Context: an optimization exercise on an open-source flow, tuned for small area, a short achievable clock period and few clock cycles per item. The choices shown serve that exercise and are no tape-out recipe. At most, simulation tests tie the RTL to the original design; equivalence was not proved. Only the layout flow was run in runs 2, 3 and 5 to 7; the RTL was not checked for function there. Power is estimated from default activity; no workload was simulated.

==> flow/design.v <==
`timescale 1ns/10ps
module ELA(clk, rst, in_data, data_rd, req, wen, addr, data_wr, done);
	input				clk;
	input				rst;
	input		[7:0]	in_data;
	input		[7:0]	data_rd;
	output reg			req;
	output reg			wen;
	output reg	[9:0]	addr;
	output reg	[7:0]	data_wr;
	output reg			done;
reg				s_start;	 
reg				s_arr;		 
reg				s_wo;		 
reg				s_rt;		 
reg				s_rb;		 
reg				s_w;		 
reg				s_fin;		 
reg		[3:0]	r;			 
reg				head;		 
reg				sel_t2;		 
reg				sel_b1;		 
reg		[7:0]	t0, t1, t2, b0, b1;
reg		[7:0]	dreg, sreg;	 
reg		[7:0]	best;		 
reg				cur_r;		 
wire	[4:0]	col = addr[4:0];
wire	[3:0]	rm1 = r - 4'd1;
wire			arr_end = s_arr && !req && (col == 5'd30);
wire			tail = s_w && !head && (col == 5'd30);
always @(posedge clk or posedge rst) begin
	if (rst) begin
		s_start <= 1'b1;
		s_arr <= 1'b0;
		s_wo <= 1'b0;
		s_rt <= 1'b0;
		s_rb <= 1'b0;
		s_w <= 1'b0;
		s_fin <= 1'b0;
	end else begin
		s_start <= 1'b0;
		s_arr <= s_start || (s_arr && !(arr_end && r != 4'd0)) || (tail && r != 4'd15);
		s_wo <= arr_end && r != 4'd0;
		s_rt <= s_wo || (s_w && !tail);
		s_rb <= s_rt;
		s_w <= s_rb;
		s_fin <= s_fin || (tail && r == 4'd15);
	end
end
always @(posedge clk) begin
	sel_t2 <= s_wo || (s_w && !tail);
	sel_b1 <= s_rb;
	done <= s_fin;
	req <= s_start || (arr_end && r == 4'd0) || (tail && r != 4'd15);
	if (s_start)
		r <= 4'd0;
	else if ((arr_end && r == 4'd0) || tail)
		r <= r + 4'd1;
	if (s_wo)
		head <= 1'b1;
	else if (s_rb && col == 5'd1)
		head <= 1'b0;
	wen <= s_arr || (s_rb && !head) || tail;
end
reg		[4:0]	col_inc;
always @(*) begin
	if (s_rt)
		col_inc = 5'd0;
	else if (s_rb)
		col_inc = 5'd30;
	else if (s_w && !tail)
		col_inc = 5'd3;
	else
		col_inc = 5'd1;
end
always @(posedge clk) begin
	addr[4:0] <= (s_arr && req) ? 5'd0 : col + col_inc;
	addr[5] <= s_rb || tail;
	addr[9:6] <= (s_arr || s_rt) ? r : rm1;
end
always @(posedge clk) begin
	if (s_rb) begin
		t0 <= data_rd;
		t1 <= t0;
		t2 <= t1;
	end
	if (s_w) begin
		b0 <= data_rd;
		b1 <= b0;
	end
end
wire	[7:0]	opa = sel_t2 ? t2 : t0;
wire	[7:0]	opb = sel_b1 ? b1 : b0;
reg		[7:0]	dg, dp, dG, dP;
reg		[7:0]	sg, sp, sG, sP;
reg		[7:0]	absd, avg;
integer			i, k;
always @(*) begin
	dg = opa & ~opb;
	dp = opa ^ ~opb;
	sg = opa & opb;
	sp = opa ^ opb;
	dG = dg;
	dP = dp;
	sG = sg;
	sP = sp;
	for (k = 1; k < 8; k = k * 2) begin
		for (i = 7; i >= k; i = i - 1) begin
			dG[i] = dG[i] | (dP[i] & dG[i-k]);
			dP[i] = dP[i] & dP[i-k];
			sG[i] = sG[i] | (sP[i] & sG[i-k]);
			sP[i] = sP[i] & sP[i-k];
		end
	end
	absd[0] = dp[0] ^ 1'b1;
	for (i = 1; i < 8; i = i + 1)
		absd[i] = dp[i] ^ (dG[i-1] | dP[i-1]);
	if (!(dG[7] | dP[7])) begin
		absd[0] = ~dp[0];
		for (i = 1; i < 8; i = i + 1)
			absd[i] = ~(dp[i] ^ dG[i-1]);
	end
	for (i = 1; i < 8; i = i + 1)
		avg[i-1] = sp[i] ^ sG[i-1];
	avg[7] = sG[7];
end
always @(posedge clk) begin
	dreg <= absd;
	sreg <= avg;
end
wire			edge_px = (col == 5'd2);
wire			cin = s_rb && cur_r;
reg		[7:0]	cG, cP;
always @(*) begin
	cG = best & ~dreg;
	cP = best ^ ~dreg;
	for (k = 1; k < 8; k = k * 2)
		for (i = 7; i >= k; i = i - 1) begin
			cG[i] = cG[i] | (cP[i] & cG[i-k]);
			cP[i] = cP[i] & cP[i-k];
		end
end
wire			win = cG[7] | (cP[7] & cin);
always @(posedge clk) begin
	if (s_w || (s_rt && !edge_px && win)) begin
		best <= dreg;
		cur_r <= s_rt;
	end
	if (s_arr)
		data_wr <= in_data;
	else if (s_w || ((s_rt || s_rb) && !edge_px && win))
		data_wr <= sreg;
end
endmodule
==> flow/run.sh <==
#!/bin/bash
# synth_recipe.tcl (not shown) runs the flow's synth.tcl, then flattens the netlist and writes it again
# the make line also repeats each setting of config.mk as NAME=value (left out here)
make -C /OpenROAD-flow-scripts/flow DESIGN_CONFIG=/design/flow/config.mk WORK_HOME=/design/flow/orfs CLKGATE_MAP_FILE= SYNTH_SCRIPT=/design/flow/synth_recipe.tcl finish
==> flow/config.mk <==
export PLATFORM = sky130hd
export DESIGN_NAME = ELA
export DESIGN_NICKNAME = ELA
export VERILOG_FILES = /design/flow/design.v
export SDC_FILE = /design/flow/constraint.sdc
export NUM_CORES = 4
export LEC_CHECK = 0
export CAP_MARGIN = 20
export CORE_MARGIN = 2
export CORE_UTILIZATION = 70
export SETUP_SLACK_MARGIN = 3.0
export SLEW_MARGIN = 20
export TNS_END_PERCENT = 5
==> flow/constraint.sdc <==
create_clock -name core_clock -period 5.5 [get_ports {clk}]
set_input_delay 1.1000 -clock core_clock [delete_from_list [all_inputs] [get_ports {clk}]]
set_output_delay 1.1000 -clock core_clock [all_outputs]
set_load 0.01 [all_outputs]
==> flow_summary_export.csv, run 1 <==
group,metric,value,unit
run_status,status,"timing/DRC/antenna clean",
synthesis,async_flop_share,7.00,%
route,first_pass_iters,4,
synthesis,syn-num-nets,406,
layout,finalNetCount,456,
route,wl,8.64,mm
synthesis,yosys.cell_types.count,51,
layout,n_antenna_cell,0,
worst_setup_path,crit_required,5770,ps
timing,fmax,0.396,GHz
worst_setup_path,critPathMaxStageDelay,430,ps
timing,skew,13.9,ps
global_routing,antenna_found_initial,0,
power_and_ir_drop,swShare,19.6,%
global_routing,grt_pass1_wl,13.5,mm
global_routing,grt_pass1_vias,2819,
layout,drive_above_1_share,17.4,%
timing,final_max_slew_viol_count,0,
floorplanning,die-area,7070,um^2
synthesis,synth_top_area_cell,"edfxtp_1",
placement,place_inst,461,
synthesis,ys_seq_area_share,58.1,%
clocking,cts_tree,"done",
clocking,ctsHoldBuffers,0,
floorplanning,initial_core_util,71.6,%
synthesis,yosys-top-cells-area,"edfxtp_1 (38%), dfxtp_1 (16%), ha_1 (8.6%)",
floorplanning,num_rows,29,
worst_setup_path,worst_path_max_delay_cell,"dfxtp_4",
route,drc,0,
clocking,clkSinkCount,100,
placement,io_buffers,38,
worst_setup_path,start_kind,"flip-flop",
worst_setup_path,worst_ep_arrival_time,2800,ps
global_routing,use_met3,6.53,%
layout,areaGrowthSynthToFinish,18.2,%
floorplanning,fp.dieW,84.1,um
clocking,numCtsBuffers,9,
global_routing,grt-ovfl-total,0,
route,drt-wirelength-per-cell,17.8,um
timing,worst_pin_slew,832,ps
global_routing,use_met1,30.5,%
power_and_ir_drop,p_leak,0.00209,uW
timing,slew_headroom,44.4,%
worst_setup_path,crit_end,"dreg[7]",
power_and_ir_drop,power_density,252,nW/um^2
timing,final_hold_viol_count,0,
clocking,root_buffer,"clkbuf_8",
floorplanning,die-height,84.1,um
route,vias_per_cell,5.79,
placement,dp_hpwl,5.76,mm
placement,routabilityCongestion,0.848,
worst_hold_path,hp-class,"reg2reg",
global_routing,gr-usage-all-layers,25.0,%
layout,fin_area,5310,um^2
timing,min_period,2530,ps
power_and_ir_drop,pwr-share-seq,59.5,%
power_and_ir_drop,pwr-share-comb,3.0,%
worst_setup_path,critPathKind,"reg2reg",
synthesis,synthCells,354,
power_and_ir_drop,p_sw,262,uW
synthesis,yosys.cell_count.top_type,"edfxtp_1",
layout,final_cells,486,
worst_setup_path,path_cells,"mux2i_2 -> inv_2 -> ha_4 -> fa_2 -> a21oi_2 -> o211ai_2 -> a31oi_4 -> mux2i_2 -> xnor2_1",
worst_setup_path,crit_top_cell,"mux2i_2",
route,ant_nets,0,
worst_setup_path,path_max_fanout,8,
layout,nFillCells,353,
placement,place_area,4930,um^2
route,via_count,2813,
floorplanning,ios,39,
floorplanning,core_area,6280,um^2
power_and_ir_drop,clkPwrFrac,37.5,%
route,drt_iter0_markers,93,
synthesis,yosysTopAreaCellShare,38.1,%
global_routing,busiest_layer,"met2",
worst_setup_path,crit_start,"sel_t2",
synthesis,synth_seq_cells,100,
synthesis,synth-edff-count,57,
clocking,insertion_delay,360,ps
synthesis,syn_area,4490,um^2
worst_setup_path,regToRegSetupSlack,2970,ps
timing,fin_crit_sh,45.9,%
global_routing,use_met2,43.0,%
worst_setup_path,rr_endpoint,"dreg[7]",
synthesis,synthTopCellsByCount,"edfxtp_1 (57), dfxtp_1 (36), inv_1 (33), ha_1 (31), a21oi_1 (24)",
timing,rsz0062_at_grt,"yes",
timing,tns,0,ps
worst_setup_path,reg2reg_depth,9,
worst_setup_path,end_kind,"flip-flop",
synthesis,ys.warnings.count,1,
clocking,cts.clk_slew.worst_paths,90,ps
synthesis,synthFlopType,"edfxtp_1",
global_routing,grt_max_degree,34,
power_and_ir_drop,vdd_drop_max,0.367,mV
worst_setup_path,timing.rr.start,"sel_t2",
clocking,cts.path.max_buffers,2,
synthesis,avgSynthCellArea,12.7,um^2
clocking,cts.htree.levels,3,
run,maxCapViolations,0,
power_and_ir_drop,cell_internal_pwr,1070,uW
timing,setup_viol,0,
[worst min-delay path by stage]
stage,start,to,slack (ps),depth (start not counted)
after floorplan,s_fin,done,340,0
after detailed placement,s_fin,done,380,0
final,s_fin,done,390,0
after global placement,s_fin,done,370,0
after CTS,s_fin,done,390,0
after global routing,s_fin,done,400,0
[timing repair]
action	4_1_cts	5_1_grt
pin swaps	1	4
resized for setup	8	20
buffers inserted	3	6
endpoints found under the setup margin	12	21
[kinds of logic after synthesis]
group	synth area share (%)
multiplexers	6.41
flip-flops	58.1
adder cells (fa/ha/maj)	9.97
AND/OR/NAND/NOR	6.60
other	0.0835
XOR/XNOR	4.29
AO/OA/AOI/OAI	10.6
buffers and inverters	3.93
[cell type report]
type,count,area (um^2),share of cell area (%)
timing repair buffer,48,459,8.65
inverter,33,124,2.33
multi-input combinational,212,1790,33.7
tap,77,96.3,1.82
clock buffer,10,128,2.40
sequential,100,2620,49.4
clock inverter,6,88.8,1.67
[cell usage in the layout (no fill, tap or decap), drive strengths merged, types with 3 or more instances in the layout]
cell type       n
dfrtp           6
o21bai          5
ha             31
clkdlybuf4s50  38
mux2i          13
nor3            3
a31oi           4
buf            10
a21oi          25
nor2           18
o21ai           8
a21o            8
inv            34
nand4           4
fa              3
nand2b          5
edfxtp         57
nor2b           4
xnor2          17
xor2            5
mux2           14
a21boi          3
nand2          12
dfxtp          36
clkbuf         10
nand3           7
[worst max-delay path, delay by kind of cell, from the launching register on]
kind / cells / cell delay (ps)
DFF: 1 / 430
adders and majority gates: 2 / 590
xor gates and xnor gates: 1 / 160
buffers and inverters: 1 / 80
AOI/OAI and AO/OA: 3 / 620
muxes: 2 / 550
[power groups by stage]
stage | clock network [uW] | logic, uW | registers [uW]
after CTS | 509 | 40.4 | 795
final | 501 | 40.4 | 795
after floorplan | 0 | 11.4 | 815
after global routing | 541 | 43.4 | 796
after global placement | 0 | 39.5 | 813
after detailed placement | 0 | 40.2 | 813
[flip-flops by register name, indices dropped and copies added, names as in the netlist, 4 cells and up]
register  count
b1            8
best          8
t0            8
t1            8
b0            8
data_wr       8
sreg          8
t2            8
r             4
dreg          8
addr         10
[layer usage]
layer	part of all wire, %	vias to the layer above	routed length (um)
met5	0	-	0
met4	2.1	0	184
met3	4.4	18	378
met2	53	77	4540
met1	41	1369	3530
li1	-	1349	-
[stage by stage]
stage,util [%],setup WS [ps],hold WS [ps],total power [uW]
after floorplan,-,3000,342,826
final,84.6,2970,388,1340
after detailed placement,78.5,2660,379,853
after CTS,82.6,2970,386,1340
after global placement,78.5,2800,366,852
after global routing,84.6,2860,397,1380
Testbench counts, summed over its fixed seeds: cycles 64,448, images 32.
==> run 2, diff against run 1 <==
--- a/flow/design.v
+++ b/flow/design.v
@@ -20,14 +20,15 @@
 reg				head;		 
 reg				sel_t2;		 
 reg				sel_b1;		 
+reg				arr_end;	 
+reg				tail;		 
+reg				edge_px;	 
 reg		[7:0]	t0, t1, t2, b0, b1;
 reg		[7:0]	dreg, sreg;	 
 reg		[7:0]	best;		 
 reg				cur_r;		 
 wire	[4:0]	col = addr[4:0];
 wire	[3:0]	rm1 = r - 4'd1;
-wire			arr_end = s_arr && !req && (col == 5'd30);
-wire			tail = s_w && !head && (col == 5'd30);
 always @(posedge clk or posedge rst) begin
 	if (rst) begin
 		s_start <= 1'b1;
@@ -48,6 +49,9 @@
 	end
 end
 always @(posedge clk) begin
+	arr_end <= s_arr && !req && (col == 5'd29);
+	tail <= s_rb && !head && (col == 5'd0);
+	edge_px <= (s_w && col == 5'd31) || (s_rt && edge_px);
 	sel_t2 <= s_wo || (s_w && !tail);
 	sel_b1 <= s_rb;
 	done <= s_fin;
@@ -128,7 +132,6 @@
 	dreg <= absd;
 	sreg <= avg;
 end
-wire			edge_px = (col == 5'd2);
 wire			cin = s_rb && cur_r;
 reg		[7:0]	cG, cP;
 always @(*) begin
==> flow/flow/run.sh (new file) <==
#!/bin/bash
# Standard layout, with the port buffers made from buf_2 cells instead of
# the delay buffers buffer_ports picks by default.
set -euo pipefail
export BUFFER_PORTS_ARGS="-buffer_cell sky130_fd_sc_hd__buf_2"
bash standard.sh > standard.log 2>&1
==> flow/standard.sh (new file) <==
#!/bin/bash
# synth_recipe.tcl (not shown) runs the flow's synth.tcl, then flattens the netlist and writes it again
# the make line also repeats each setting of config.mk as NAME=value (left out here)
make -C /OpenROAD-flow-scripts/flow DESIGN_CONFIG=/design/flow/config.mk WORK_HOME=/design/flow/orfs CLKGATE_MAP_FILE= SYNTH_SCRIPT=/design/flow/synth_recipe.tcl "${@:-finish}"
--- a/flow/config.mk
+++ b/flow/config.mk
@@ -8,6 +8,6 @@
 export CAP_MARGIN = 20
 export CORE_MARGIN = 2
 export CORE_UTILIZATION = 70
-export SETUP_SLACK_MARGIN = 3.0
+export SETUP_SLACK_MARGIN = 3.8
 export SLEW_MARGIN = 20
 export TNS_END_PERCENT = 5
removed: flow/run.sh
==> flow_summary_export.csv, run 2 <==
group,metric,value,unit
route,via_count,2913,
layout,seqCellArea,2680,um^2
layout,finalNetCount,468,
synthesis,synth-edff-count,57,
power_and_ir_drop,clkPwrFrac,33.5,%
route,vias_per_cell,5.85,
global_routing,use_met3,4.13,%
placement,place_inst,464,
timing,rsz0062_at_grt,"yes",
worst_setup_path,end_kind,"flip-flop",
floorplanning,fp.dieW,84.6,um
floorplanning,num_rows,29,
synthesis,syn_area,4550,um^2
floorplanning,initial_core_util,72.0,%
power_and_ir_drop,vdd_drop_max,0.201,mV
timing,final_hold_viol_count,0,
worst_setup_path,timing.rr.start,"sel_t2",
route,first_pass_iters,5,
route,drt-wirelength-per-cell,17.6,um
worst_setup_path,critPathKind,"reg2reg",
clocking,numCtsBuffers,9,
global_routing,use_met1,30.5,%
placement,io_buffers,38,
layout,final_cell_mix,"edfxtp_1 (57), buf_2 (38), dfxtp_1 (37)",
global_routing,gr-usage-all-layers,24.2,%
timing,fin_crit_sh,41.7,%
worst_hold_path,hp-class,"reg2reg",
global_routing,antenna_found_initial,0,
layout,drive_above_1_share,30.9,%
worst_hold_path,hp-start,"s_fin",
synthesis,synthFlopType,"edfxtp_1",
global_routing,grt-ovfl-total,0,
layout,nFillCells,323,
synthesis,syn-num-nets,411,
floorplanning,die-height,84.6,um
floorplanning,ios,39,
power_and_ir_drop,p_total,1270,uW
run_status,status,"timing/DRC/antenna clean",
synthesis,async_flop_share,6.80,%
run,maxCapViolations,0,
route,wl,8.76,mm
power_and_ir_drop,power_density,236,nW/um^2
floorplanning,core_area,6310,um^2
synthesis,synthCells,359,
timing,fmax,0.436,GHz
layout,largest_reg_flops,10,
synthesis,synthTopCellsByCount,"edfxtp_1 (57), dfxtp_1 (39), inv_1 (32), ha_1 (31), a21oi_1 (23)",
synthesis,ys_seq_area_share,58.7,%
clocking,cts.path.max_buffers,2,
synthesis,yosys-top-cells-area,"edfxtp_1 (38%), dfxtp_1 (17%), ha_1 (8.5%)",
route,ant_nets,0,
synthesis,synth_top_area_cell,"edfxtp_1",
timing,slew_headroom,59.8,%
layout,n_antenna_cell,0,
synthesis,avgSynthCellArea,12.7,um^2
synthesis,yosys.cell_types.count,49,
route,drc,0,
worst_setup_path,start_kind,"flip-flop",
layout,mostFrequentLayoutCell,"edfxtp_1",
layout,top_register,"addr",
worst_setup_path,reg2reg_depth,9,
timing,tns,0,ps
power_and_ir_drop,cell_internal_pwr,995,uW
route,drt_iter0_markers,146,
timing,worst_pin_slew,602,ps
synthesis,ys.warnings.count,1,
power_and_ir_drop,pwr-share-seq,64.4,%
worst_setup_path,crit_required,5800,ps
power_and_ir_drop,p_leak,0.00220,uW
worst_setup_path,path_max_fanout,6,
worst_setup_path,worst_ep_arrival_time,2590,ps
clocking,cts.clk_slew.worst_paths,110,ps
clocking,cts.htree.levels,3,
layout,multiInputGateArea,1930,um^2
clocking,insertion_delay,370,ps
placement,routabilityCongestion,0.904,
worst_setup_path,regToRegSetupSlack,3210,ps
timing,skew,18.2,ps
timing,setup_viol,0,
synthesis,yosys.cell_count.top_type,"edfxtp_1",
clocking,clkSinkCount,103,
layout,areaGrowthSynthToFinish,18.0,%
global_routing,grt_pass1_vias,2846,
synthesis,synth_seq_cells,103,
power_and_ir_drop,pwr-share-comb,2.1,%
layout,final_cells,498,
floorplanning,die-area,7160,um^2
clocking,root_buffer,"clkbuf_8",
global_routing,use_met2,41.9,%
power_and_ir_drop,swShare,21.5,%
placement,dp_hpwl,5.61,mm
worst_setup_path,crit_start,"sel_t2",
timing,min_period,2290,ps
power_and_ir_drop,p_sw,272,uW
clocking,cts_tree,"done",
timing,final_max_slew_viol_count,0,
global_routing,grt_max_degree,31,
global_routing,grt_pass1_wl,13.4,mm
worst_setup_path,crit_end,"sreg[5]",
global_routing,busiest_layer,"met2",
worst_setup_path,rr_endpoint,"sreg[5]",
synthesis,yosysTopAreaCellShare,37.6,%
-- run 2: area by class of cell --
cell class / count / share of cell area (%)
well taps: 77 / 1.80
multi-input cells: 214 / 36.0
flip-flops and latches: 103 / 50.0
repair buffers: 56 / 6.74
clock buffers: 9 / 2.31
inverters: 32 / 2.24
clock inverters: 7 / 0.979
-- run 2: what timing repair did --
action | 4_1_cts | 5_1_grt
hold buffers | 0 | 0
endpoints found under the setup margin | 59 | 60
resized for setup | 41 | 9
pin swaps | 12 | 3
buffers inserted | 12 | 6
-- run 2: metrics by stage --
stage | setup slack [ps] | instance area, um^2 | hold slack [ps] | util (%)
after CTS | 3250 | 5250 | 401 | 83.1
after detailed placement | 2980 | 4800 | 378 | 76.1
final | 3210 | 5370 | 418 | 85.0
after global placement | 3010 | 4800 | 352 | 76.1
after floorplan | 3360 | 4590 | 342 | -
after global routing | 3140 | 5370 | 416 | 85.0
-- run 2: how the worst min path moves through the flow --
stage | end | cells past startpoint | slack [ps]
after floorplan | done | 0 | 340
after global placement | done | 0 | 350
after detailed placement | done | 0 | 380
after CTS | done | 0 | 400
after global routing | done | 0 | 420
final | done | 0 | 420
-- run 2: cells by family (layout without fill, tap and decap cells) --
family	Yosys count	in the layout	share of synthesized area, %
XOR/XNOR	22	22	4.24
multiplexers	30	30	6.99
flip-flops	103	103	58.7
AO/OA/AOI/OAI	63	63	9.27
AND/OR/NAND/NOR	64	64	6.96
other	1	1	0.0825
adder cells (fa/ha/maj)	34	34	9.85
buffers and inverters	42	104	3.91
-- run 2: critical path, stage by stage (launching register included) --
cell,delay [ps]
dfxtp_4,430
mux2i_2,260
inv_2,90
ha_4,170
fa_2,400
nand2b_1,100
a21oi_2,70
o21ba_4,220
or4_1,390
nand3_1,80
-- run 2: power groups by stage --
stage          sequential, uW  clock (uW)  combinational, uW
6_report                  817         425               26.1
5_1_grt                   818         458               28.9
3_3_place_gp              835           0               24.1
3_5_place_dp              835           0               26.0
4_1_cts                   817         433               26.0
2_1_floorplan             837           0               8.81
-- run 2: metal layers --
layer | routed length (um) | vias to the layer above
li1 | - | 1376
met4 | 238 | 0
met1 | 3670 | 1407
met5 | 0 | -
met2 | 4460 | 106
met3 | 383 | 24
==> run 3, diff against run 2 <==
--- a/flow/config.mk
+++ b/flow/config.mk
@@ -8,6 +8,6 @@
 export CAP_MARGIN = 20
 export CORE_MARGIN = 2
 export CORE_UTILIZATION = 70
-export SETUP_SLACK_MARGIN = 3.8
+export SETUP_SLACK_MARGIN = 3.4
 export SLEW_MARGIN = 20
 export TNS_END_PERCENT = 5
==> flow_summary_export.csv, run 3 <==
group,metric,value,unit
run_status,status,"timing/DRC/antenna clean",
route,via_count,2686,
synthesis,avgSynthCellArea,12.7,um^2
placement,io_buffers,38,
timing,fmax,0.438,GHz
worst_hold_path,hold_path_depth,0,
worst_hold_path,hold_path_end,"done",
floorplanning,initial_core_util,72.0,%
worst_setup_path,critPathMaxStageDelay,450,ps
floorplanning,die-area,7160,um^2
global_routing,gr-usage-all-layers,22.3,%
clocking,cts_tree,"done",
run,maxCapViolations,0,
route,drc,0,
global_routing,grt_pass1_wl,12.4,mm
clocking,root_buffer,"clkbuf_8",
floorplanning,num_rows,29,
clocking,numCtsBuffers,9,
floorplanning,fp.dieW,84.6,um
worst_hold_path,hp-start,"s_fin",
layout,n_antenna_cell,0,
layout,final_cell_mix,"edfxtp_1 (57), buf_2 (38), dfxtp_1 (37)",
timing,final_max_slew_viol_count,0,
synthesis,synthCells,359,
floorplanning,die-height,84.6,um
timing,min_period,2280,ps
synthesis,synth-edff-count,57,
worst_hold_path,hp-class,"reg2reg",
worst_setup_path,start_kind,"flip-flop",
timing,tns,0,ps
global_routing,grt-ovfl-total,0,
worst_setup_path,timing.rr.start,"sel_t2",
clocking,clkSinkCount,103,
synthesis,ys.warnings.count,1,
layout,nFillCells,357,
synthesis,yosys.cell_count.top_type,"edfxtp_1",
synthesis,async_flop_share,6.80,%
worst_setup_path,worst_ep_arrival_time,2590,ps
floorplanning,ios,39,
clocking,ctsHoldBuffers,0,
clocking,insertion_delay,360,ps
worst_setup_path,regToRegSetupSlack,3220,ps
synthesis,synth_top_area_cell,"edfxtp_1",
placement,routabilityCongestion,0.800,
timing,rsz0062_at_grt,"yes",
layout,mostFrequentLayoutCell,"edfxtp_1",
synthesis,yosysTopAreaCellShare,37.6,%
global_routing,grt_max_degree,31,
layout,drive_above_1_share,27.1,%
route,wl,7.80,mm
global_routing,grt_pass1_vias,2628,
worst_setup_path,crit_required,5800,ps
global_routing,antenna_found_initial,0,
timing,final_hold_viol_count,0,
route,first_pass_iters,4,
timing,fin_crit_sh,41.5,%
layout,finalNetCount,456,
synthesis,yosys-top-cells-area,"edfxtp_1 (38%), dfxtp_1 (17%), ha_1 (8.5%)",
synthesis,yosys.cell_types.count,49,
worst_setup_path,rr_endpoint,"sreg[5]",
route,ant_nets,0,
route,drt-wirelength-per-cell,16.0,um
worst_setup_path,critPathKind,"reg2reg",
power_and_ir_drop,p_leak,0.00212,uW
synthesis,syn_area,4550,um^2
floorplanning,core_area,6310,um^2
placement,dp_hpwl,5.39,mm
synthesis,synthFlopType,"edfxtp_1",
power_and_ir_drop,vdd_drop_max,0.229,mV
worst_setup_path,worst_path_max_delay_cell,"dfxtp_4",
layout,areaGrowthSynthToFinish,14.8,%
clocking,cts.htree.levels,3,
synthesis,synthTopCellsByCount,"edfxtp_1 (57), dfxtp_1 (39), inv_1 (32), ha_1 (31), a21oi_1 (23)",
worst_setup_path,path_cells,"mux2i_4 -> inv_2 -> ha_4 -> fa_2 -> nand2b_1 -> a21oi_2 -> o21ba_4 -> or4_1 -> nand3_1",
timing,skew,11.6,ps
worst_setup_path,end_kind,"flip-flop",
layout,largest_reg_flops,10,
clocking,cts.path.max_buffers,2,
clocking,cts.clk_slew.worst_paths,110,ps
route,drt_iter0_markers,121,
synthesis,syn-num-nets,411,
layout,top_register,"addr",
worst_setup_path,path_max_fanout,8,
synthesis,ys_seq_area_share,58.7,%
timing,setup_viol,0,
route,vias_per_cell,5.53,
timing,slew_headroom,59.8,%
worst_setup_path,reg2reg_depth,9,
timing,holdWs,382,ps
power_and_ir_drop,power_density,249,nW/um^2
synthesis,synth_seq_cells,103,
timing,worst_pin_slew,603,ps
[run 3: cell types whose count changed in the layout (fill, tap and decap cells not counted), moves of 2 or more]
cell and change:
mux2_2 +3, mux2_4 -3, a21oi_4 -3, buf_4 -9
inv_4 -2, mux2i_1 +5, a21oi_2 +3, mux2i_2 -5
[run 3: power breakdown]
part / switching [uW] / internal, uW / total (uW)
sequential: 5.19 / 811 / 817
combinational: 11.4 / 13.4 / 24.8
clock: 258 / 198 / 456
[run 3: final cells by class]
cell class,instances,area (um^2),area share (%)
Clock buffer,10,149,2.85
Clock inverter,6,48.8,0.935
Inverter,32,120,2.30
Multi-Input combinational cell,214,1880,35.9
Sequential cell,103,2680,51.4
Tap cell,77,96.3,1.85
Timing Repair Buffer,44,248,4.75
[run 3: cells by family after synthesis]
logic type	after synthesis	synth area share, %
and+or+nand+nor	64	6.96
adders and majority gates	34	9.85
AOI/OAI and AO/OA	63	9.27
muxes	30	6.99
other	1	0.0825
buffers and inverters	42	3.91
DFF	103	58.7
xor gates and xnor gates	22	4.24
[run 3: per-layer routing]
layer	vias up	part of all wire, %	wire (um)	GRT usage, %
met3	15	3.4	266	3.54
met1	1265	45	3520	31.0
met5	-	0	0	0
li1	1355	-	-	-
met4	0	2.0	155	11.0
met2	51	49	3860	34.6
[run 3: worst max path at each step]
stage,to,depth (start not counted),startpoint,slack (ps)
2_1_floorplan,sreg[5],10,sel_b1,3210
5_1_grt,sreg[5],9,sel_t2,3130
6_report,sreg[5],9,sel_t2,3220
3_3_place_gp,dreg[2],8,sel_t2,2930
4_1_cts,sreg[5],9,sel_t2,3240
3_5_place_dp,dreg[2],8,sel_t2,2910
[run 3: critical path, delay by kind of cell (launching register included)]
kind	cells	cell delay (ps)
mux	1	270
fa+ha+maj	2	560
simple gates	3	570
flops	1	450
compound gates	2	280
buf+inv	1	80
[run 3: per-stage QoR]
step	worst slack [ps]	power, uW	cells	area [um^2]	util, %
floorplan	3210	846	359	4560	-
global placement	2930	859	464	4780	75.7
detailed placement	2910	860	464	4780	75.7
CTS	3240	1310	481	5120	81.1
global route	3130	1340	486	5220	82.7
finish	3220	1300	486	5220	82.7
[run 3: repair_timing]
action | in CTS | in global routing
endpoints found under the setup margin | 34 | 33
resized for setup | 30 | 10
buffers inserted | 1 | 5
endpoints found under the hold margin | 0 | 0
pin swaps | 2 | 9
==> run 4, diff against run 3 <==
--- a/flow/design.v
+++ b/flow/design.v
@@ -20,15 +20,14 @@
 reg				head;		 
 reg				sel_t2;		 
 reg				sel_b1;		 
-reg				arr_end;	 
-reg				tail;		 
-reg				edge_px;	 
 reg		[7:0]	t0, t1, t2, b0, b1;
 reg		[7:0]	dreg, sreg;	 
 reg		[7:0]	best;		 
 reg				cur_r;		 
 wire	[4:0]	col = addr[4:0];
 wire	[3:0]	rm1 = r - 4'd1;
+wire			arr_end = s_arr && !req && (col == 5'd30);
+wire			tail = s_w && !head && (col == 5'd30);
 always @(posedge clk or posedge rst) begin
 	if (rst) begin
 		s_start <= 1'b1;
@@ -49,9 +48,6 @@
 	end
 end
 always @(posedge clk) begin
-	arr_end <= s_arr && !req && (col == 5'd29);
-	tail <= s_rb && !head && (col == 5'd0);
-	edge_px <= (s_w && col == 5'd31) || (s_rt && edge_px);
 	sel_t2 <= s_wo || (s_w && !tail);
 	sel_b1 <= s_rb;
 	done <= s_fin;
@@ -132,6 +128,7 @@
 	dreg <= absd;
 	sreg <= avg;
 end
+wire			edge_px = (col == 5'd2);
 wire			cin = s_rb && cur_r;
 reg		[7:0]	cG, cP;
 always @(*) begin
==> flow_summary_export.csv, run 4 <==
group,metric,value,unit
worst_setup_path,path_buf_inv,2,
route,vias_per_cell,5.68,
worst_hold_path,hp-start,"s_fin",
floorplanning,fp.dieW,84.1,um
timing,worst_pin_slew,681,ps
clocking,insertion_delay,350,ps
layout,mostFrequentLayoutCell,"edfxtp_1",
worst_hold_path,hold_path_depth,0,
power_and_ir_drop,vdd_drop_max,0.271,mV
global_routing,gr-usage-all-layers,23.3,%
timing,rsz0062_at_grt,"yes",
timing,tns,0,ps
layout,largest_reg_flops,10,
synthesis,ys_seq_area_share,58.1,%
worst_setup_path,crit_family,"compound AO/OA/AOI/OAI gates",
global_routing,grt-ovfl-total,0,
layout,top_register,"addr",
timing,skew,14.0,ps
placement,routabilityCongestion,0.783,
placement,place_area,4750,um^2
worst_setup_path,reg2reg_depth,10,
synthesis,syn_area,4490,um^2
synthesis,yosysTopAreaCellShare,38.1,%
timing,fin_crit_sh,43.4,%
worst_setup_path,critPathMaxStageDelay,450,ps
clocking,cts.clk_slew.worst_paths,100,ps
clocking,root_buffer,"clkbuf_8",
synthesis,synth_seq_cells,100,
clocking,cts.htree.levels,3,
synthesis,synth-edff-count,57,
layout,nFillCells,394,
run,maxCapViolations,0,
worst_hold_path,hp-class,"reg2reg",
layout,final_cells,486,
clocking,numCtsBuffers,9,
layout,areaGrowthSynthToFinish,14.7,%
power_and_ir_drop,cell_internal_pwr,1030,uW
global_routing,grt_pass1_wl,12.9,mm
synthesis,yosys.cell_types.count,51,
route,via_count,2759,
timing,final_max_slew_viol_count,0,
synthesis,synth_top_area_cell,"edfxtp_1",
power_and_ir_drop,p_leak,0.00212,uW
route,wl,7.91,mm
placement,place_inst,461,
worst_setup_path,critPathKind,"reg2reg",
route,drc,0,
timing,fmax,0.419,GHz
synthesis,synthFlopType,"edfxtp_1",
synthesis,syn-num-nets,406,
timing,slew_headroom,54.6,%
worst_setup_path,timing.rr.start,"sel_b1",
layout,n_antenna_cell,0,
worst_setup_path,path_cells,"mux2i_4 -> inv_1 -> ha_1 -> inv_1 -> fa_1 -> o21bai_1 -> a21oi_2 -> o21bai_1 -> a2111oi_2 -> nor2_1",
run_status,status,"timing/DRC/antenna clean",
power_and_ir_drop,clkPwrFrac,36.1,%
synthesis,ys.warnings.count,1,
layout,fin_area,5150,um^2
worst_setup_path,worst_path_max_delay_cell,"dfxtp_4",
worst_setup_path,worst_ep_arrival_time,2620,ps
floorplanning,initial_core_util,71.6,%
floorplanning,ios,39,
timing,final_hold_viol_count,0,
worst_setup_path,crit_required,5730,ps
route,ant_nets,0,
clocking,cts.path.max_buffers,2,
synthesis,avgSynthCellArea,12.7,um^2
layout,finalNetCount,456,
clocking,cts_tree,"done",
worst_setup_path,rr_endpoint,"sreg[7]",
worst_hold_path,hold_path_end,"done",
placement,dp_hpwl,5.57,mm
power_and_ir_drop,pwr-share-comb,2.2,%
layout,final_util,82.1,%
worst_setup_path,crit_start,"sel_b1",
floorplanning,core_area,6280,um^2
clocking,clkSinkCount,100,
layout,drive_above_1_share,27.6,%
global_routing,grt_max_degree,34,
power_and_ir_drop,power_density,250,nW/um^2
worst_setup_path,regToRegSetupSlack,3110,ps
synthesis,yosys-top-cells-area,"edfxtp_1 (38%), dfxtp_1 (16%), ha_1 (8.6%)",
timing,setup_viol,0,
worst_setup_path,end_kind,"flip-flop",
floorplanning,die-height,84.1,um
worst_setup_path,path_max_fanout,8,
power_and_ir_drop,swShare,19.7,%
route,first_pass_iters,4,
clocking,ctsHoldBuffers,0,
synthesis,yosys.cell_count.top_type,"edfxtp_1",
power_and_ir_drop,p_total,1290,uW
synthesis,synthTopCellsByCount,"edfxtp_1 (57), dfxtp_1 (36), inv_1 (33), ha_1 (31), a21oi_1 (24)",
power_and_ir_drop,pwr-share-seq,61.7,%
floorplanning,die-area,7070,um^2
worst_setup_path,start_kind,"flip-flop",
layout,final_cell_mix,"edfxtp_1 (57), buf_2 (38), dfxtp_1 (33)",
global_routing,grt_pass1_vias,2753,
floorplanning,num_rows,29,
route,drt_iter0_markers,151,
power_and_ir_drop,p_sw,253,uW
placement,io_buffers,38,
synthesis,async_flop_share,7.00,%
route,drt-wirelength-per-cell,16.3,um
global_routing,antenna_found_initial,0,
synthesis,synthCells,354,
timing,min_period,2390,ps
## run 4: cell types whose count changed after synthesis, moves of 3 or more
cell / delta
dfxtp_1: -3
mux2i_1: -3
nand2_1: -9
nand3_1: +4
xnor2_1: +4
xor2_1: -4
## run 4: how the worst max path moves through the flow
stage                   end  slack (ps)  cells past startpoint
finish              sreg[7]        3110                     10
global route        sreg[7]        2980                     10
CTS                 dreg[7]        3110                      9
detailed placement  addr[4]        2770                      9
global placement    addr[4]        2860                      9
floorplan           dreg[3]        3130                     10
## run 4: timing repair
item	in CTS	in global routing
gates cloned	0	0
endpoints found under the setup margin	35	34
gates resized for setup	16	17
pin swaps	4	4
buffers inserted	5	4
## run 4: area by class of cell
cell class	instances	area, um^2	share of cell area, %
Timing Repair Buffer	48	269	5.22
Clock buffer	11	145	2.82
Inverter	33	124	2.40
Multi-Input combinational cell	212	1840	35.7
Sequential cell	100	2620	50.9
Clock inverter	5	57.6	1.12
Tap cell	77	96.3	1.87
## run 4: kinds of logic after synthesis
| family | synth area share, % |
|---|---|
| adder cells (fa/ha/maj) | 9.97 |
| buffers and inverters | 3.93 |
| multiplexers | 6.41 |
| XOR/XNOR | 4.29 |
| other | 0.0835 |
| AND/OR/NAND/NOR | 6.60 |
| AO/OA/AOI/OAI | 10.6 |
| flip-flops | 58.1 |
## run 4: routing by layer
layer / routed length (um) / GRT usage [%] / part of all wire (%)
met2: 4130 / 40.3 / 52
met5: 0 / 0 / 0
met4: 97 / 8.50 / 1.2
met1: 3370 / 29.7 / 43
met3: 315 / 3.96 / 4.0
## run 4: power by group through the flow
stage	clock (uW)	sequential [uW]	combinational (uW)
final	465	795	28.7
after global routing	502	796	32.5
after CTS	477	795	28.8
after detailed placement	0	812	28.5
after global placement	0	812	28.0
after floorplan	0	815	11.4
## run 4: per-stage QoR
step           setup WS, ps  hold WS [ps]
6_report               3110           378
5_1_grt                2980           388
4_1_cts                3110           375
3_5_place_dp           2770           347
3_3_place_gp           2860           367
2_1_floorplan          3130           342
Testbench counts of run 4, summed over its fixed seeds: cycles 64,448, images 32.
==> run 5, diff against run 4 <==
--- a/flow/design.v
+++ b/flow/design.v
@@ -20,14 +20,15 @@
 reg				head;		 
 reg				sel_t2;		 
 reg				sel_b1;		 
+reg				arr_end;	 
+reg				tail;		 
+reg				edge_px;	 
 reg		[7:0]	t0, t1, t2, b0, b1;
 reg		[7:0]	dreg, sreg;	 
 reg		[7:0]	best;		 
 reg				cur_r;		 
 wire	[4:0]	col = addr[4:0];
 wire	[3:0]	rm1 = r - 4'd1;
-wire			arr_end = s_arr && !req && (col == 5'd30);
-wire			tail = s_w && !head && (col == 5'd30);
 always @(posedge clk or posedge rst) begin
 	if (rst) begin
 		s_start <= 1'b1;
@@ -48,6 +49,9 @@
 	end
 end
 always @(posedge clk) begin
+	arr_end <= s_arr && !req && (col == 5'd29);
+	tail <= s_rb && !head && (col == 5'd0);
+	edge_px <= (s_w && col == 5'd31) || (s_rt && edge_px);
 	sel_t2 <= s_wo || (s_w && !tail);
 	sel_b1 <= s_rb;
 	done <= s_fin;
@@ -128,7 +132,6 @@
 	dreg <= absd;
 	sreg <= avg;
 end
-wire			edge_px = (col == 5'd2);
 wire			cin = s_rb && cur_r;
 reg		[7:0]	cG, cP;
 always @(*) begin
==> flow/flow/run.sh (replaced) <==
#!/bin/bash
# Standard layout with these changes: synthesis leaves adders to abc as plain
# gates (no full/half adder cells), the port buffers are buf_2 cells instead
# of the delay buffers buffer_ports picks by default.
set -euo pipefail
export BUFFER_PORTS_ARGS="-buffer_cell sky130_fd_sc_hd__buf_2"

bash standard.sh ADDER_MAP_FILE= finish > standard.log 2>&1
==> flow_summary_export.csv, run 5 <==
group,metric,value,unit
worst_setup_path,regToRegSetupSlack,3040,ps
floorplanning,num_rows,29,
synthesis,synth_seq_cells,103,
power_and_ir_drop,cell_internal_pwr,1060,uW
power_and_ir_drop,clkPwrFrac,36.2,%
timing,rsz0062_at_grt,"yes",
global_routing,use_met2,45.5,%
worst_setup_path,critPathKind,"reg2reg",
synthesis,yosysTopAreaCellShare,38.1,%
synthesis,ys.warnings.count,1,
synthesis,synth-edff-count,57,
global_routing,grt_max_degree,21,
timing,slew_headroom,52.9,%
layout,finalNetCount,432,
layout,drive_above_1_share,34.6,%
timing,fin_crit_sh,44.7,%
clocking,cts.htree.levels,3,
worst_setup_path,end_kind,"flip-flop",
timing,fmax,0.407,GHz
worst_setup_path,crit_required,5730,ps
clocking,cts.path.max_buffers,2,
power_and_ir_drop,pwr-share-comb,2.0,%
clocking,cts_tree,"done",
global_routing,busiest_layer,"met2",
worst_setup_path,worst_ep_arrival_time,2680,ps
floorplanning,fp.dieW,84.1,um
floorplanning,die-area,7070,um^2
global_routing,use_met1,33.2,%
power_and_ir_drop,vdd_drop_max,0.214,mV
synthesis,syn-num-nets,368,
synthesis,yosys.cell_count.top_type,"edfxtp_1",
global_routing,grt-ovfl-total,0,
synthesis,synthTopCellsByCount,"edfxtp_1 (57), dfxtp_1 (39), xnor2_1 (23), nor2_1 (21), a21oi_1 (19)",
worst_hold_path,hp-start,"s_fin",
route,drt-wirelength-per-cell,18.4,um
floorplanning,die-height,84.1,um
synthesis,yosys.cell_types.count,62,
worst_hold_path,hp-class,"reg2reg",
global_routing,use_met3,5.04,%
placement,routabilityCongestion,0.857,
clocking,root_buffer,"clkbuf_8",
synthesis,synthFlopType,"edfxtp_1",
global_routing,antenna_found_initial,0,
worst_setup_path,timing.rr.start,"sel_b1",
run_status,status,"timing/DRC/antenna clean",
timing,final_hold_viol_count,0,
layout,largest_reg_flops,10,
timing,skew,12.4,ps
clocking,ctsHoldBuffers,0,
clocking,insertion_delay,360,ps
synthesis,async_flop_share,6.80,%
timing,final_max_slew_viol_count,0,
placement,dp_hpwl,5.86,mm
worst_setup_path,reg2reg_depth,8,
layout,areaGrowthSynthToFinish,18.3,%
clocking,clkSinkCount,103,
run,maxCapViolations,0,
global_routing,grt_pass1_wl,14.4,mm
floorplanning,initial_core_util,71.5,%
power_and_ir_drop,p_sw,264,uW
worst_hold_path,hold_path_end,"done",
floorplanning,ios,39,
route,vias_per_cell,6.03,
global_routing,grt_pass1_vias,2952,
worst_setup_path,rr_endpoint,"dreg[3]",
route,drt_iter0_markers,141,
timing,worst_pin_slew,707,ps
route,drc,0,
power_and_ir_drop,pwr-share-seq,61.9,%
power_and_ir_drop,p_leak,0.00197,uW
synthesis,synth_top_area_cell,"edfxtp_1",
route,first_pass_iters,4,
timing,setup_viol,0,
global_routing,gr-usage-all-layers,26.5,%
timing,tns,0,ps
synthesis,synthCells,350,
power_and_ir_drop,swShare,19.9,%
placement,place_inst,453,
clocking,numCtsBuffers,9,
clocking,cts.clk_slew.worst_paths,100,ps
placement,io_buffers,38,
worst_setup_path,crit_family,"multiplexers",
worst_setup_path,start_kind,"flip-flop",
layout,final_util,84.6,%
synthesis,yosys-top-cells-area,"edfxtp_1 (38%), dfxtp_1 (17%), mux2_2 (4.5%)",
worst_setup_path,critPathMaxStageDelay,510,ps
layout,mostFrequentLayoutCell,"edfxtp_1",
worst_setup_path,path_buf_inv,1,
worst_setup_path,path_cells,"mux2i_4 -> xnor2_1 -> nand4b_1 -> nand3_2 -> a41oi_4 -> buf_6 -> mux2i_2 -> xor2_1",
route,ant_nets,0,
layout,top_register,"addr",
power_and_ir_drop,power_density,249,nW/um^2
floorplanning,core_area,6280,um^2
worst_setup_path,worst_path_max_delay_cell,"dfxtp_4",
synthesis,ys_seq_area_share,59.5,%
layout,final_cell_mix,"edfxtp_1 (57), buf_2 (38), dfxtp_1 (37)",
layout,final_cells,496,
synthesis,syn_area,4490,um^2
route,via_count,2990,
worst_setup_path,path_max_fanout,8,
route,wl,9.12,mm
synthesis,avgSynthCellArea,12.8,um^2
worst_hold_path,hold_path_depth,0,
layout,n_antenna_cell,0,
timing,min_period,2460,ps
-- run 5: cell types whose count changed after synthesis, moves of 6 or more --
| cell | delta |
|---|---|
| a21o_1 | -7 |
| ha_1 | -31 |
| mux2i_2 | +6 |
| xnor2_1 | +6 |
| clkbuf_1 | +6 |
| o21ai_0 | +6 |
| inv_1 | -23 |
-- run 5: what timing repair did --
item | CTS | global route
endpoints found under the setup margin | 35 | 36
gates resized for setup | 23 | 6
buffers inserted | 17 | 10
gates cloned | 0 | 0
hold endpoints to repair | 0 | 0
pin swaps | 8 | 5
-- run 5: layout make-up --
type	count	area (um^2)
sequential	103	2680
timing repair buffer	65	415
fill	321	968
clock buffer	13	191
clock inverter	3	20.0
inverter	10	37.5
multi-input combinational	225	1870
tap	77	96.3
-- run 5: worst max path at each step --
stage,start,endpoint,slack (ps),depth (start not counted)
final,sel_b1,dreg[3],3040,8
after global routing,sel_b1,sreg[7],2960,7
after CTS,sel_t2,sreg[5],3120,9
after detailed placement,sel_t2,dreg[1],2570,7
after global placement,sel_t2,dreg[1],2640,7
after floorplan,sel_t2,dreg[1],3170,9
-- run 5: through the flow --
step / setup slack, ps / cell area (um^2) / power, uW / hold slack, ps
finish: 3040 / 5310 / 1320 / 416
global placement: 2640 / 4750 / 861 / 345
CTS: 3120 / 5210 / 1330 / 389
floorplan: 3170 / 4540 / 849 / 342
global route: 2960 / 5310 / 1360 / 420
detailed placement: 2570 / 4750 / 863 / 366
-- run 5: power groups by stage --
stage                     clock, uW  combinational, uW  sequential [uW]
after floorplan                   0               11.9              837
after global placement            0               25.1              836
after detailed placement          0               26.5              837
after CTS                       485               26.6              818
after global routing            509               29.1              819
final                           478               26.3              818
-- run 5: kinds of logic (layout without fill, tap and decap cells) --
family,count (synthesis),count (layout),synth area share [%]
other,1,1,0.0836
DFF,103,103,59.5
AOI/OAI and AO/OA,65,65,10.3
xor gates and xnor gates,33,33,6.61
adders and majority gates,9,9,2.12
and+or+nand+nor,78,78,8.98
buffers and inverters,22,91,2.26
muxes,39,39,10.2
-- run 5: routing by layer --
| metal | up-vias | share of wire [%] |
|---|---|---|
| met4 | 0 | 2.5 |
| met5 | - | 0 |
| li1 | 1412 | - |
| met2 | 85 | 51 |
| met3 | 26 | 4.2 |
| met1 | 1467 | 42 |
==> run 6, diff against run 5 <==
--- a/flow/design.v
+++ b/flow/design.v
@@ -11,13 +11,13 @@
 	output reg			done;
 reg				s_start;	 
 reg				s_arr;		 
-reg				s_wo;		 
 reg				s_rt;		 
 reg				s_rb;		 
 reg				s_w;		 
 reg				s_fin;		 
 reg		[3:0]	r;			 
 reg				head;		 
+reg				h0;			 
 reg				sel_t2;		 
 reg				sel_b1;		 
 reg				arr_end;	 
@@ -29,11 +29,11 @@
 reg				cur_r;		 
 wire	[4:0]	col = addr[4:0];
 wire	[3:0]	rm1 = r - 4'd1;
+wire			go_int = arr_end && (r != 4'd0);	 
 always @(posedge clk or posedge rst) begin
 	if (rst) begin
 		s_start <= 1'b1;
 		s_arr <= 1'b0;
-		s_wo <= 1'b0;
 		s_rt <= 1'b0;
 		s_rb <= 1'b0;
 		s_w <= 1'b0;
@@ -41,8 +41,7 @@
 	end else begin
 		s_start <= 1'b0;
 		s_arr <= s_start || (s_arr && !(arr_end && r != 4'd0)) || (tail && r != 4'd15);
-		s_wo <= arr_end && r != 4'd0;
-		s_rt <= s_wo || (s_w && !tail);
+		s_rt <= go_int || (s_w && !tail);
 		s_rb <= s_rt;
 		s_w <= s_rb;
 		s_fin <= s_fin || (tail && r == 4'd15);
@@ -52,7 +51,7 @@
 	arr_end <= s_arr && !req && (col == 5'd29);
 	tail <= s_rb && !head && (col == 5'd0);
 	edge_px <= (s_w && col == 5'd31) || (s_rt && edge_px);
-	sel_t2 <= s_wo || (s_w && !tail);
+	sel_t2 <= go_int || (s_w && !tail);
 	sel_b1 <= s_rb;
 	done <= s_fin;
 	req <= s_start || (arr_end && r == 4'd0) || (tail && r != 4'd15);
@@ -60,27 +59,33 @@
 		r <= 4'd0;
 	else if ((arr_end && r == 4'd0) || tail)
 		r <= r + 4'd1;
-	if (s_wo)
+	if (go_int)
+		h0 <= 1'b1;
+	else if (s_rb)
+		h0 <= 1'b0;
+	if (go_int)
 		head <= 1'b1;
 	else if (s_rb && col == 5'd1)
 		head <= 1'b0;
-	wen <= s_arr || (s_rb && !head) || tail;
+	wen <= (s_arr && !go_int) || (s_rb && (!head || h0)) || tail;
 end
 reg		[4:0]	col_inc;
 always @(*) begin
 	if (s_rt)
 		col_inc = 5'd0;
 	else if (s_rb)
-		col_inc = 5'd30;
+		col_inc = h0 ? 5'd31 : 5'd30;
 	else if (s_w && !tail)
-		col_inc = 5'd3;
+		col_inc = head ? 5'd2 : 5'd3;
+	else if (go_int)
+		col_inc = 5'd2;
 	else
 		col_inc = 5'd1;
 end
 always @(posedge clk) begin
 	addr[4:0] <= (s_arr && req) ? 5'd0 : col + col_inc;
-	addr[5] <= s_rb || tail;
-	addr[9:6] <= (s_arr || s_rt) ? r : rm1;
+	addr[5] <= (s_rb && !h0) || tail;
+	addr[9:6] <= ((s_arr && !go_int) || s_rt || (s_rb && h0)) ? r : rm1;
 end
 always @(posedge clk) begin
 	if (s_rb) begin
@@ -145,13 +150,13 @@
 end
 wire			win = cG[7] | (cP[7] & cin);
 always @(posedge clk) begin
-	if (s_w || (s_rt && !edge_px && win)) begin
+	if (s_w || (s_rt && !edge_px && !h0 && win)) begin
 		best <= dreg;
 		cur_r <= s_rt;
 	end
 	if (s_arr)
 		data_wr <= in_data;
-	else if (s_w || ((s_rt || s_rb) && !edge_px && win))
+	else if (s_w || ((s_rt || s_rb) && !edge_px && !h0 && win))
 		data_wr <= sreg;
 end
 endmodule
==> flow/flow/run.sh (replaced) <==
#!/bin/bash
# Standard layout, with the port buffers made from buf_2 cells instead of
# the delay buffers buffer_ports picks by default.
set -euo pipefail
export BUFFER_PORTS_ARGS="-buffer_cell sky130_fd_sc_hd__buf_2"
bash standard.sh > standard.log 2>&1
==> flow_summary_export.csv, run 6 <==
group,metric,value,unit
layout,drive_above_1_share,26.7,%
run,maxCapViolations,0,
worst_setup_path,path_buf_inv,0,
floorplanning,fp.dieW,84.4,um
timing,worst_pin_slew,730,ps
global_routing,grt_pass1_wl,13.1,mm
synthesis,yosys-top-cells-area,"edfxtp_1 (38%), dfxtp_1 (18%), ha_1 (8.6%)",
worst_setup_path,path_max_fanout,9,
synthesis,ys.warnings.count,1,
placement,place_inst,464,
clocking,numCtsBuffers,9,
clocking,insertion_delay,370,ps
synthesis,synth_top_area_cell,"edfxtp_1",
worst_setup_path,crit_family,"compound AO/OA/AOI/OAI gates",
synthesis,ys_seq_area_share,58.8,%
power_and_ir_drop,p_total,2210,uW
worst_setup_path,end_kind,"flip-flop",
route,via_count,2780,
clocking,cts.htree.levels,3,
worst_setup_path,critPathMaxStageDelay,510,ps
worst_setup_path,start_kind,"flip-flop",
worst_hold_path,hp-class,"reg2reg",
route,ant_nets,0,
route,drt_iter0_markers,103,
synthesis,synthCells,359,
layout,final_util,81.3,%
clocking,cts.clk_slew.worst_paths,100,ps
layout,final_cells,493,
power_and_ir_drop,power_density,431,nW/um^2
synthesis,yosys.cell_types.count,54,
synthesis,synthFlopType,"edfxtp_1",
synthesis,avgSynthCellArea,12.6,um^2
timing,min_period,2480,ps
global_routing,gr-usage-all-layers,23.8,%
synthesis,syn_area,4530,um^2
synthesis,synthTopCellsByCount,"edfxtp_1 (57), dfxtp_1 (40), inv_1 (38), ha_1 (31), a21oi_1 (24)",
layout,final_cell_mix,"edfxtp_1 (57), buf_2 (38), dfxtp_1 (36)",
clocking,cts.path.max_buffers,2,
synthesis,yosysTopAreaCellShare,37.8,%
placement,routabilityCongestion,0.874,
synthesis,synth-edff-count,57,
layout,finalNetCount,463,
layout,n_antenna_cell,0,
timing,fin_crit_sh,45.1,%
synthesis,async_flop_share,5.83,%
timing,holdWs,401,ps
layout,largest_reg_flops,10,
timing,final_max_slew_viol_count,0,
timing,skew,15.2,ps
synthesis,yosys.cell_count.top_type,"edfxtp_1",
synthesis,syn-num-nets,411,
route,drc,0,
timing,fmax,0.403,GHz
global_routing,grt_pass1_vias,2787,
worst_setup_path,crit_top_cell,"o21bai_1",
timing,slew_headroom,51.3,%
floorplanning,die-height,84.4,um
layout,mostFrequentLayoutCell,"edfxtp_1",
worst_setup_path,worst_ep_arrival_time,2720,ps
clocking,root_buffer,"clkbuf_8",
synthesis,synth_seq_cells,103,
floorplanning,core_area,6310,um^2
placement,io_buffers,38,
timing,rsz0062_at_grt,"yes",
timing,tns,0,ps
clocking,ctsHoldBuffers,0,
route,vias_per_cell,5.64,
timing,setup_viol,0,
global_routing,grt-ovfl-total,0,
run_status,status,"timing/DRC/antenna clean",
global_routing,grt_max_degree,38,
layout,top_register,"addr",
placement,dp_hpwl,5.63,mm
worst_setup_path,crit_required,5740,ps
route,wl,7.88,mm
clocking,cts_tree,"done",
power_and_ir_drop,vdd_drop_max,0.291,mV
floorplanning,die-area,7130,um^2
worst_setup_path,critPathKind,"reg2reg",
worst_setup_path,path_cells,"mux2_2 -> ha_1 -> o21bai_1 -> a21oi_1 -> o21bai_1 -> a2111oi_0 -> nor2_1",
floorplanning,num_rows,29,
floorplanning,ios,39,
power_and_ir_drop,p_leak,0.00219,uW
route,first_pass_iters,4,
global_routing,antenna_found_initial,0,
worst_setup_path,worst_path_max_delay_cell,"ha_1",
layout,areaGrowthSynthToFinish,13.3,%
floorplanning,initial_core_util,71.7,%
route,drt-wirelength-per-cell,16.0,um
clocking,clkSinkCount,103,
timing,final_hold_viol_count,0,
## run 6: changes by cell type after synthesis, sizes merged, moves of 4 or more
| cell | delta |
|---|---|
| inv | +28 |
| nor3 | -5 |
| maj3 | -9 |
| a21o | +5 |
| a21oi | +5 |
| mux2 | -6 |
| mux2i | -5 |
| clkbuf | -4 |
| and2 | -4 |
| ha | +31 |
| xnor2 | -12 |
## run 6: where the power goes
part	switching, uW	internal [uW]	total (uW)
Combinational	393	329	722
Sequential	93.3	981	1070
Clock	249	168	417
## run 6: per-layer routing
layer | wire length (um) | up-vias | part of all wire [%] | global-route usage (%)
li1 | - | 1361 | - | -
met1 | 3530 | 1330 | 45 | 31.9
met2 | 3830 | 77 | 49 | 38.5
met3 | 394 | 12 | 5.0 | 6.49
met4 | 119 | 0 | 1.5 | 7.36
met5 | 0 | - | 0 | 0
## run 6: path summary, 6_finish.rpt
check	cells after the start	to	from	slack (ps)
hold / removal	0	done	s_fin	400
setup / recovery	7	sreg[7]	sel_t2	3020
min in group asynchronous	2	s_arr	rst	630
hold reg to reg	0	done	s_fin	400
setup reg to reg	7	sreg[7]	sel_t2	3020
max in group asynchronous	2	s_start	rst	4610
## run 6: cell type report
type                    instances  area, um^2
flip-flops and latches        103        2680
repair buffers                 51         288
fillers                       368        1180
multi-input cells             208        1750
inverters                      38         148
clock buffers                  10         128
clock inverters                 6        40.0
well taps                      77        96.3
## run 6: kinds of logic after synthesis
group                      Yosys count  share of synthesized area [%]
AOI/OAI and AO/OA                   65                           9.53
xor gates and xnor gates            23                           4.45
adders and majority gates           34                           9.89
buffers and inverters               48                           4.17
DFF                                103                           58.8
muxes                               28                           6.58
other                                1                         0.0828
and+or+nand+nor                     57                           6.47
## run 6: worst reg2reg max path, stage by stage, from the launching register on
cell	delay [ps]
dfxtp_4	430
mux2_2	370
ha_1	510
o21bai_1	140
a21oi_1	240
o21bai_1	120
a2111oi_0	460
nor2_1	90
## run 6: through the flow
step           worst slack [ps]  area (um^2)
6_report                   3020         5130
2_1_floorplan              3140         4560
5_1_grt                    2880         5130
3_3_place_gp               2870         4790
3_5_place_dp               2790         4790
4_1_cts                    3030         5110
## run 6: repair_timing
item                                    4_1_cts  5_1_grt
pin swaps                                    10        3
endpoints found under the setup margin       34       35
gates resized for setup                      21        2
buffers inserted                             11        2
==> run 7, diff against run 6 <==
--- a/flow/config.mk
+++ b/flow/config.mk
@@ -8,6 +8,8 @@
 export CAP_MARGIN = 20
 export CORE_MARGIN = 2
 export CORE_UTILIZATION = 70
+export CTS_CLUSTER_DIAMETER = 100
+export CTS_CLUSTER_SIZE = 40
 export SETUP_SLACK_MARGIN = 3.4
 export SLEW_MARGIN = 20
 export TNS_END_PERCENT = 5
==> flow_summary_export.csv, run 7 <==
group,metric,value,unit
placement,place_area,4790,um^2
synthesis,yosysTopAreaCellShare,37.8,%
synthesis,synth_xor_area_share,4.45,%
floorplanning,ios,39,
route,vias_per_cell,5.64,
synthesis,yosys-top-cells-area,"edfxtp_1 (38%), dfxtp_1 (18%), ha_1 (8.6%)",
layout,finalNetCount,463,
timing,min_period,2480,ps
synthesis,synthCells,359,
timing,setup_viol,0,
timing,tns,0,ps
worst_hold_path,hp-class,"reg2reg",
clocking,cts_tree,"done",
clocking,cts.path.max_buffers,2,
worst_setup_path,critPathKind,"reg2reg",
clocking,root_buffer,"clkbuf_8",
layout,fin_area,5130,um^2
placement,io_buffers,38,
timing,skew,15.2,ps
worst_setup_path,path_max_fanout,9,
floorplanning,die-height,84.4,um
power_and_ir_drop,pwr-share-comb,32.6,%
layout,top_register,"addr",
floorplanning,die-area,7130,um^2
worst_setup_path,start_kind,"flip-flop",
synthesis,synth_top_family_by_area,"adder cells",
route,first_pass_iters,4,
route,drc,0,
timing,holdWs,401,ps
worst_setup_path,end_kind,"flip-flop",
synthesis,yosys.area_share.simple,6.47,%
synthesis,yosys.cell_types.count,54,
layout,nFillCells,368,
layout,final_cells,493,
synthesis,async_flop_share,5.83,%
global_routing,gr-usage-all-layers,23.8,%
power_and_ir_drop,pwr-share-seq,48.5,%
layout,n_antenna_cell,0,
layout,drive_above_1_share,26.7,%
run_status,status,"timing/DRC/antenna clean",
timing,fin_crit_sh,45.1,%
floorplanning,fp.dieW,84.4,um
clocking,cts.htree.levels,3,
power_and_ir_drop,p_leak,0.00219,uW
power_and_ir_drop,p_total,2210,uW
timing,rsz0062_at_grt,"yes",
worst_setup_path,worst_ep_arrival_time,2720,ps
timing,final_max_slew_viol_count,0,
route,drt-wirelength-per-cell,16.0,um
synthesis,syn_area,4530,um^2
synthesis,synth_compound_area_share,9.53,%
synthesis,synth_top_area_cell,"edfxtp_1",
synthesis,synth_mux_area_share,6.58,%
synthesis,synth_fa_ha_area_share,9.89,%
worst_setup_path,crit_required,5740,ps
clocking,numCtsBuffers,9,
run,maxCapViolations,0,
route,via_count,2780,
timing,worst_pin_slew,730,ps
layout,largest_reg_flops,10,
clocking,ctsHoldBuffers,0,
timing,slew_headroom,51.3,%
clocking,cts.clk_slew.worst_paths,100,ps
synthesis,synthFlopType,"edfxtp_1",
global_routing,grt_max_degree,38,
layout,final_cell_mix,"edfxtp_1 (57), buf_2 (38), dfxtp_1 (36)",
placement,dp_hpwl,5.63,mm
placement,routabilityCongestion,0.874,
layout,multiInputGateArea,1750,um^2
worst_setup_path,regToRegSetupSlack,3020,ps
power_and_ir_drop,vdd_drop_max,0.291,mV
synthesis,synth-edff-count,57,
route,ant_nets,0,
route,wl,7.88,mm
synthesis,ys.warnings.count,1,
global_routing,grt-ovfl-total,0,
synthesis,synthTopCellsByCount,"edfxtp_1 (57), dfxtp_1 (40), inv_1 (38), ha_1 (31), a21oi_1 (24)",
power_and_ir_drop,power_density,431,nW/um^2
power_and_ir_drop,p_sw,735,uW
synthesis,avgSynthCellArea,12.6,um^2
timing,fmax,0.403,GHz
clocking,clkSinkCount,103,
timing,final_hold_viol_count,0,
power_and_ir_drop,cell_internal_pwr,1480,uW
floorplanning,core_area,6310,um^2
placement,place_inst,464,
clocking,insertion_delay,370,ps
floorplanning,initial_core_util,71.7,%
layout,mostFrequentLayoutCell,"edfxtp_1",
layout,seqCellArea,2680,um^2
layout,areaGrowthSynthToFinish,13.3,%
power_and_ir_drop,clkPwrFrac,18.8,%
global_routing,antenna_found_initial,0,
global_routing,grt_pass1_wl,13.1,mm
route,drt_iter0_markers,103,
synthesis,synth_seq_cells,103,
global_routing,grt_pass1_vias,2787,
synthesis,syn-num-nets,411,
power_and_ir_drop,swShare,33.2,%
synthesis,ys_seq_area_share,58.8,%
floorplanning,num_rows,29,
synthesis,yosys.cell_count.top_type,"edfxtp_1",
[run 7: worst paths after layout]
| path | startpoint | endpoint | cells after the start |
|---|---|---|---|
| max | sel_t2 | sreg[7] | 7 |
| max in group asynchronous | rst | s_start | 2 |
| min reg2reg | s_fin | done | 0 |
| min | s_fin | done | 0 |
| min in group asynchronous | rst | s_arr | 2 |
| max reg2reg | sel_t2 | sreg[7] | 7 |
[run 7: timing repair]
| action | CTS | global route |
|---|---|---|
| setup endpoints to repair | 34 | 35 |
| gates resized for setup | 21 | 2 |
| buffers inserted | 11 | 2 |
| pin swaps | 10 | 3 |
| cloned | 0 | 0 |
| endpoints found under the hold margin | 0 | 0 |
[run 7: layout make-up]
type | count | share of cell area, %
sequential | 103 | 52.3
multi-input combinational | 208 | 34.1
timing repair buffer | 51 | 5.61
inverter | 38 | 2.88
clock buffer | 10 | 2.49
tap | 77 | 1.88
clock inverter | 6 | 0.780
[run 7: power groups by stage]
stage / clock network [uW] / registers (uW) / logic, uW
CTS: 426 / 1070 / 712
global placement: 0 / 1080 / 647
detailed placement: 0 / 1090 / 665
floorplan: 0 / 1060 / 527
global route: 453 / 1090 / 811
finish: 417 / 1070 / 722
[run 7: critical path, stage by stage, from the launching register on]
cell and delay, ps:
dfxtp_4 430, mux2_2 370, ha_1 510, o21bai_1 140, a21oi_1 240, o21bai_1 120, a2111oi_0 460, nor2_1 90
[run 7: metrics by stage]
stage | worst slack, ps | utilization [%]
floorplan | 3140 | -
global placement | 2870 | 75.9
detailed placement | 2790 | 75.9
CTS | 3030 | 80.9
global route | 2880 | 81.3
finish | 3020 | 81.3
[run 7: metal layers]
layer / vias to the layer above / GRT usage (%) / share of wire [%]
met2: 77 / 38.5 / 49
met5: - / 0 / 0
met4: 0 / 7.36 / 1.5
met1: 1330 / 31.9 / 45
met3: 12 / 6.49 / 5.0
li1: 1361 / - / -
[run 7: cells by family after synthesis]
group                      after synthesis
buffers and inverters                   48
and+or+nand+nor                         57
other                                    1
muxes                                   28
AOI/OAI and AO/OA                       65
xor gates and xnor gates                23
adders and majority gates               34
DFF                                    103

[what the ideal ports hide]
The flow's constraints put no driver on any port. The routed layouts listed below were extracted and timed again, unchanged, in two steps. Step 1: set_driving_cell puts a clkbuf_16 on clk and a buf_2 on each other input, an assumption about the parent block. Step 2 times the ports against the registers' clock, not the clock port: input delays grow and output delays shrink by t, the midpoint of the rising clock arrivals with the driver on. Slacks: no drivers / after step 1 / after step 2; pairs: no drivers / after step 1.
run	t (ns)	setup WS [ns]	worst slew at a driven data input, ns
run 1	0.389	2.975 / 2.975 / 2.975	0.05
run 2	0.393	3.206 / 3.206 / 3.206	0.03
run 3	0.389	3.216 / 3.216 / 3.216	0.04
run 4	0.368	3.115 / 3.115 / 3.115	0.04
run 5	0.389	3.043 / 3.043 / 3.043	0.03
run 6	0.391	3.019 / 3.019 / 3.019	0.03
run 7	0.391	3.019 / 3.019 / 3.019	0.03
After both steps every run listed still meets setup and hold.
